This design comes from an exercise in tuning for small area, a short achievable clock period and few clock cycles on the open sky130 flow, not from production work. No driver is modelled on the clock port, so clock power and skew are understated where the tree is cut down; a real chip needs a root buffer or a tree.

==> inputs of job 4105 <==
==> flow/design.v <==
`timescale 1ns/10ps
module ELA(clk, rst, ready, in_data, data_rd, req, wen, addr, data_wr, done);
	input				clk;
	input				rst;
	input				ready;
	input		[7:0]	in_data;
	input		[7:0]	data_rd;
	output 	reg			req;
	output 	reg			wen;
	output 	reg	[12:0]	addr;
	output 	reg	[7:0]	data_wr;
	output 	reg			done;
reg idle, arr, pro, tri_, dne;
reg [1:0] sub;
wire [4:0] R = addr[12:8];
wire       o = addr[7];
wire [6:0] C = addr[6:0];
wire arr_end  = arr & (C == 7'd126);
wire last_arr = arr_end & (R != 5'd0);                
wire tri_end  = tri_ & (sub == 2'd2) & (C == 7'd1);   
always @(posedge clk or posedge rst) begin
  if (rst) begin
    idle <= 1'b1; arr <= 1'b0; pro <= 1'b0; tri_ <= 1'b0; dne <= 1'b0;
    sub <= 2'd0;
    req <= 1'b0; wen <= 1'b0; done <= 1'b0;
  end else begin
    req <= 1'b0;
    if (idle & ready) begin idle <= 1'b0; arr <= 1'b1; req <= 1'b1; end
    if (arr) begin
      if (last_arr) begin arr <= 1'b0; pro <= 1'b1; end
      else if (arr_end) req <= 1'b1;
    end
    if (pro) begin
      sub <= sub + 2'd1;
      if (sub == 2'd3) begin pro <= 1'b0; tri_ <= 1'b1; end
    end
    if (tri_) begin
      sub <= (sub == 2'd2) ? 2'd0 : sub + 2'd1;
      if (tri_end) begin
        tri_ <= 1'b0;
        if (R == 5'd31) dne <= 1'b1;
        else begin arr <= 1'b1; req <= 1'b1; end
      end
    end
    wen  <= (arr & ~last_arr) | (pro & sub == 2'd1) |
            (tri_ & sub == 2'd0) | tri_end;
    done <= dne;
  end
end
reg [4:0] dR;
reg [6:0] dC;
reg       nO;
always @(*) begin
  dR = 5'd0; dC = 7'd0; nO = o;
  if (arr) begin
    dC = last_arr ? 7'd2 : 7'd1;
    if (C == 7'd127) begin dR = {4'd0, 1'b1} + {4'd0, o}; nO = 1'b0; end
  end
  if (pro) case (sub)
    2'd0: dR = -5'd1;
    2'd1: begin dR = 5'd1; dC = -7'd1; end
    2'd2: dC = 7'd2;
    default: dR = -5'd1;
  endcase
  if (tri_) case (sub)
    2'd0: begin dC = -7'd2; nO = 1'b1; end
    2'd1: begin dR = 5'd1; dC = 7'd3; nO = 1'b0; end
    default: begin
      dR = -5'd1;
      if (C == 7'd1) begin dC = -7'd2; nO = 1'b1; end
    end
  endcase
end
always @(posedge clk) begin
  if (idle) addr <= {5'd31, 1'b0, 7'd127};
  else addr <= {R + dR, nO, C + dC};
end
reg [7:0] UA, UB, LA, LB, LC;
reg [7:0] dq, aq, bestd;
wire u_ld = (tri_ & (sub == 2'd0)) | (pro & (sub == 2'd1));
wire l_ld = (tri_ & (sub == 2'd2)) | (pro & (sub == 2'd0 | sub == 2'd3));
wire [8:0] dif = {1'b0, UA} - {1'b0, LA};
wire [8:0] sum = {1'b0, UA} + {1'b0, LA};
wire lt = dq < bestd;
wire le = dq <= bestd;
wire take = tri_ & ((sub == 2'd1) |
                    (sub == 2'd2 & (C == 7'd1 | C == 7'd2 | le)) |
                    (sub == 2'd0 & C != 7'd2 & lt));
always @(posedge clk) begin
  dq <= dif[8] ? -dif[7:0] : dif[7:0];
  aq <= sum[8:1];
  if (take) bestd <= dq;
  if (arr) data_wr <= in_data;
  else if (take) data_wr <= aq;
  UA <= UB;
  UB <= u_ld ? data_rd : UA;
  if (l_ld) LA <= data_rd;
  else begin LA <= LB; LB <= LC; LC <= LA; end
end
endmodule
==> flow/flow/run.sh <==
#!/bin/bash
# The standard layout with two changes:
#  - port buffers are buf_2 cells (BUFFER_PORTS_ARGS), turned into buf_1 on the
#    inputs by flow/cts.tcl;
#  - output port buffers sit next to the flip-flops driving them (flow/cts.tcl);
#  - the clock tree is one level: the clock port drives four clkbuf_16 cells,
#    each driving the flip-flops of one quarter of the die
#    (flow/cts.tcl), instead of TritonCTS's two-level H-tree.
# Each tool's output goes to a log file of its own in this folder.
set -euo pipefail
export BUFFER_PORTS_ARGS="-buffer_cell sky130_fd_sc_hd__buf_2"
bash standard.sh place > place.log 2>&1
RES=$PWD/orfs/results/$FLOW_PLATFORM/ELA/base
RES=$RES openroad -no_init -exit flow/cts.tcl > cts.log 2>&1
cp $RES/4_1_cts.odb $RES/4_cts.odb
cp $RES/4_cts.sdc.tmp $RES/4_cts.sdc
bash standard.sh finish > finish.log 2>&1
==> flow/flow/cts.tcl <==
# One-level clock tree: split the clock sinks into four quadrant groups, give each
# group a clkbuf_16 at its centroid, legalize, and write the CTS results that
# the rest of the ORFS flow reads.
set plat $::env(FLOW_HOME)/platforms/$::env(FLOW_PLATFORM)
read_liberty $plat/lib/sky130_fd_sc_hd__tt_025C_1v80.lib
read_db $::env(RES)/3_place.odb
read_sdc $::env(RES)/3_place.sdc
source $plat/setRC.tcl

set db [ord::get_db]
set block [ord::get_db_block]

# Flip-flops that drive an output port's buffer and also internal logic get
# the 4x drive strength of their cell, so the output path stays short.
foreach bt [$block getBTerms] {
  if {[$bt getIoType] ne "OUTPUT"} continue
  set obuf [[lindex [[$bt getNet] getITerms] 0] getInst]
  set q [[$obuf findITerm A] getNet]
  foreach it [$q getITerms] {
    if {![$it isOutputSignal]} continue
    set ff [$it getInst]
    set mname [[$ff getMaster] getName]
    if {[llength [$q getITerms]] > 2 && [regexp {^(sky130_fd_sc_hd__df[a-z]+p)_1$} $mname -> base]} {
      puts "upsize [$ff getName] $mname -> ${base}_4"
      $ff swapMaster [$db findMaster ${base}_4]
    }
  }
}
# Each output port buffer goes next to the flip-flop that drives it, so the
# weak flip-flop output sees a short wire and the buffer drives the long one.
foreach bt [$block getBTerms] {
  if {[$bt getIoType] ne "OUTPUT"} continue
  set obuf [[lindex [[$bt getNet] getITerms] 0] getInst]
  set q [[$obuf findITerm A] getNet]
  foreach it [$q getITerms] {
    if {![$it isOutputSignal]} continue
    set ff [$it getInst]
    lassign [$ff getLocation] fx fy
    set w [[$ff getMaster] getWidth]
    $obuf setLocation [expr {$fx + $w}] $fy
    puts "move [$obuf getName] next to [$ff getName]"
  }
}

# Input port buffers only drive internal logic: use the 1x buffer for them.
foreach bt [$block getBTerms] {
  if {[$bt getIoType] ne "INPUT"} continue
  set n [$bt getNet]
  if {$n eq "NULL"} continue
  foreach it [$n getITerms] {
    set b [$it getInst]
    if {[[$b getMaster] getName] eq "sky130_fd_sc_hd__buf_2"} {
      puts "input buffer [$b getName] -> buf_1"
      $b swapMaster [$db findMaster sky130_fd_sc_hd__buf_1]
    }
  }
}

set master [$db findMaster sky130_fd_sc_hd__clkbuf_16]
set clk [$block findNet clk]
set sinks {}
foreach it [$clk getITerms] {
  set inst [$it getInst]
  set bb [$inst getBBox]
  lappend sinks [list [expr {([$bb xMin] + [$bb xMax]) / 2}] [expr {([$bb yMin] + [$bb yMax]) / 2}] $it]
}
# groups: split by x into two halves, then each half by y into two
set sinks [lsort -integer -index 0 $sinks]
set n [llength $sinks]
set h [expr {$n / 2}]
set groups {}
foreach half [list [lrange $sinks 0 [expr {$h - 1}]] [lrange $sinks $h end]] {
  set half [lsort -integer -index 1 $half]
  set m [llength $half]
  set q [expr {$m / 2}]
  lappend groups [lrange $half 0 [expr {$q - 1}]] [lrange $half $q end]
}
puts "clock sinks: $n"
set g 0
foreach grp $groups {
  set sx 0; set sy 0
  foreach s $grp { incr sx [lindex $s 0]; incr sy [lindex $s 1] }
  set cx [expr {$sx / [llength $grp]}]
  set cy [expr {$sy / [llength $grp]}]
  set buf [odb::dbInst_create $block $master "clkbuf_leaf_$g"]
  set net [odb::dbNet_create $block "clknet_leaf_$g"]
  $net setSigType CLOCK
  foreach s $grp {
    set it [lindex $s 2]
    $it disconnect
    $it connect $net
  }
  [$buf findITerm A] connect $clk
  [$buf findITerm X] connect $net
  $buf setLocation $cx $cy
  $buf setPlacementStatus PLACED
  puts "buffer $g: [llength $grp] sinks at $cx $cy"
  incr g
}
$clk setSigType CLOCK
set_propagated_clock [all_clocks]
detailed_placement
estimate_parasitics -placement
report_clock_skew
repair_timing -hold -verbose
detailed_placement
check_placement -verbose
report_checks -path_delay max -group_path_count 3 -format end
write_db $::env(RES)/4_1_cts.odb
write_sdc -no_timestamp $::env(RES)/4_cts.sdc.tmp
==> flow/standard.sh <==
#!/bin/bash
# synth_recipe.tcl (not shown) runs the flow's synth.tcl, then flattens the netlist and writes it again
# the make line also repeats each setting of config.mk as NAME=value (left out here)
make -C /OpenROAD-flow-scripts/flow DESIGN_CONFIG=/design/flow/config.mk WORK_HOME=/design/flow/orfs CLKGATE_MAP_FILE= SYNTH_SCRIPT=/design/flow/synth_recipe.tcl "${@:-finish}"
==> flow/config.mk <==
export PLATFORM = sky130hd
export DESIGN_NAME = ELA
export DESIGN_NICKNAME = ELA
export VERILOG_FILES = /design/flow/design.v
export SDC_FILE = /design/flow/constraint.sdc
export NUM_CORES = 4
export LEC_CHECK = 0
export CAP_MARGIN = 40
export CORE_MARGIN = 2
export CORE_UTILIZATION = 70
export GPL_ROUTABILITY_DRIVEN = 1
export PLACE_DENSITY = 0.8
export SLEW_MARGIN = 40
==> flow/constraint.sdc <==
create_clock -name core_clock -period 13.0 [get_ports {clk}]
set_input_delay 2.6000 -clock core_clock [delete_from_list [all_inputs] [get_ports {clk}]]
set_output_delay 2.6000 -clock core_clock [all_outputs]
set_load 0.01 [all_outputs]
==> inputs of job 2405, as changes to job 4105 <==
==> flow/design.v, changed modules only <==
module ELA(clk, rst, ready, in_data, data_rd, req, wen, addr, data_wr, done);
	input				clk;
	input				rst;
	input				ready;
	input		[7:0]	in_data;
	input		[7:0]	data_rd;
	output 	reg			req;
	output 	reg			wen;
	output 	reg	[12:0]	addr;
	output 	reg	[7:0]	data_wr;
	output 	reg			done;
reg idle, arr, pro, tri_;
reg [1:0] sub;
wire [4:0] R = addr[12:8];
wire       o = addr[7];
wire [6:0] C = addr[6:0];
reg flast, ftend, fk0;
wire arr_end  = arr & (C == 7'd126);
wire last_arr = arr & flast;                          
wire tri_end  = tri_ & (sub == 2'd2) & ftend;         
wire nreq = (idle & ready) | (arr_end & (R == 5'd0)) | (tri_end & (R != 5'd31));
always @(posedge clk) begin
  flast <= (C == 7'd125) & (R != 5'd0);
  ftend <= (sub == 2'd1) & (C == 7'd126);
  fk0   <= nreq;
end
always @(posedge clk or posedge rst) begin
  if (rst) begin
    idle <= 1'b1; arr <= 1'b0; pro <= 1'b0; tri_ <= 1'b0;
    sub <= 2'd0;
    req <= 1'b0; wen <= 1'b0; done <= 1'b0;
  end else begin
    req <= nreq;
    if (idle & ready) begin idle <= 1'b0; arr <= 1'b1; end
    if (last_arr) begin arr <= 1'b0; pro <= 1'b1; end
    if (pro) begin
      sub <= sub + 2'd1;
      if (sub == 2'd3) begin pro <= 1'b0; tri_ <= 1'b1; end
    end
    if (tri_) begin
      sub <= (sub == 2'd2) ? 2'd0 : sub + 2'd1;
      if (tri_end) begin
        tri_ <= 1'b0;
        if (R != 5'd31) arr <= 1'b1;
      end
    end
    wen  <= (arr & ~last_arr) | (pro & sub == 2'd1) |
            (tri_ & sub == 2'd0 & C != 7'd1) | tri_end;
    done <= ~(idle | arr | pro | tri_);
  end
end
reg [4:0] dR;
reg [6:0] dC;
reg       nO;
always @(*) begin
  dR = 5'd0; dC = 7'd0; nO = o;
  if (arr) begin
    dC = last_arr ? 7'd2 : 7'd1;
    if (fk0) begin dR = {4'd0, 1'b1} + {4'd0, o}; nO = 1'b0; end
  end
  if (pro) case (sub)
    2'd0: dR = -5'd1;
    2'd1: begin dR = 5'd1; dC = -7'd1; end
    2'd2: dC = 7'd2;
    default: dR = -5'd1;
  endcase
  if (tri_) case (sub)
    2'd0: begin dC = -7'd2; nO = 1'b1; end
    2'd1: begin dR = 5'd1; dC = 7'd3; nO = 1'b0; end
    default: begin
      dR = -5'd1;
      if (ftend) begin dC = -7'd2; nO = 1'b1; end
    end
  endcase
end
always @(posedge clk) begin
  if (idle) addr <= {5'd31, 1'b0, 7'd127};
  else addr <= {R + dR, nO, C + dC};
end
reg [7:0] UA, UB, LA, LB, LC;
reg [7:0] dq, aq, bestd;
wire u_ld = (tri_ & (sub == 2'd0)) | (pro & (sub == 2'd1));
wire l_ld = (tri_ & (sub == 2'd2)) | (pro & (sub == 2'd0 | sub == 2'd3));
wire [8:0] dif = {1'b0, UA} - {1'b0, LA};
wire [8:0] sum = {1'b0, UA} + {1'b0, LA};
wire lt = dq < bestd;
wire le = dq <= bestd;
wire take = tri_ & ((sub == 2'd1) |
                    (sub == 2'd2 & (C == 7'd1 | C == 7'd2 | le)) |
                    (sub == 2'd0 & C != 7'd2 & lt));
always @(posedge clk) begin
  dq <= dif[8] ? -dif[7:0] : dif[7:0];
  aq <= sum[8:1];
  if (take) bestd <= dq;
  if (arr) data_wr <= in_data;
  else if (take) data_wr <= aq;
  UA <= UB;
  UB <= u_ld ? data_rd : UA;
  if (l_ld) LA <= data_rd;
  else begin LA <= LB; LB <= LC; LC <= LA; end
end
endmodule
==> qor summary <==
|  | job 4105 | job 2405 |
|---|---|---|
| Run status | no timing/DRC/antenna violations | no timing/DRC/antenna violations |
| Global routing met1 resource utilization | 0.313 | 0.292 |
| Sequential portion of the cell area | 0.475 | 0.481 |
| Least setup slack across all paths after layout | 9.51 ns | 9.72 ns |
| Synth Area in Compound Gates | 0.0951 | 0.107 |
| Die Y | 84.1 µm | 84.3 µm |
| Sequential cell area fraction in the yosys report | 0.507 | 0.511 |
| Register-to-Register Setup Slack | 9.51 ns | 9.84 ns |
| Die footprint | 0.00707 mm² | 0.00711 mm² |
| DRC marker count from the first detailed-route iteration | 112 | 89 |
| Launch point of the critical path | arr$_DFF_PP0_ | data_wr[0]$_DFFE_PP_ |
| Data arrival time of the critical path | 3.55 ns | 0.68 ns |
| Largest incremental delay on the critical path | 0.68 ns | 0.37 ns |
| Area share of the leading cell type in the synthesized netlist | 0.236 | 0.248 |
Function was not checked in any run of this note: the RTL went through the layout flow alone. In every run of this note, the design's own scripts or RTL, not TritonCTS, make the clock network.

## what the ideal ports hide
The results above use ideal ports. As a check the final layouts listed here were re-extracted and re-timed, cells and wires unchanged. Step 1: set_driving_cell puts a clkbuf_16 on clk and a buf_2 on each other input, an assumption about the parent block. Step 2, shift: input delay + t, output delay - t, t = (earliest + latest rising clock arrival at the registers) / 2. This alone moves slack from input paths to output paths. Three values: ideal, step 1, step 2; two values: the first two.
run | t (ns) | setup WS [ns] | worst register clock-pin slew, ns
job 4105 | 0.228 | 9.513 / 9.513 / 9.513 | 0.09 / 0.09
job 2405 | 0.227 | 9.718 / 9.642 / 9.791 | 0.09 / 0.09
After both steps setup and hold are still met in every run listed.
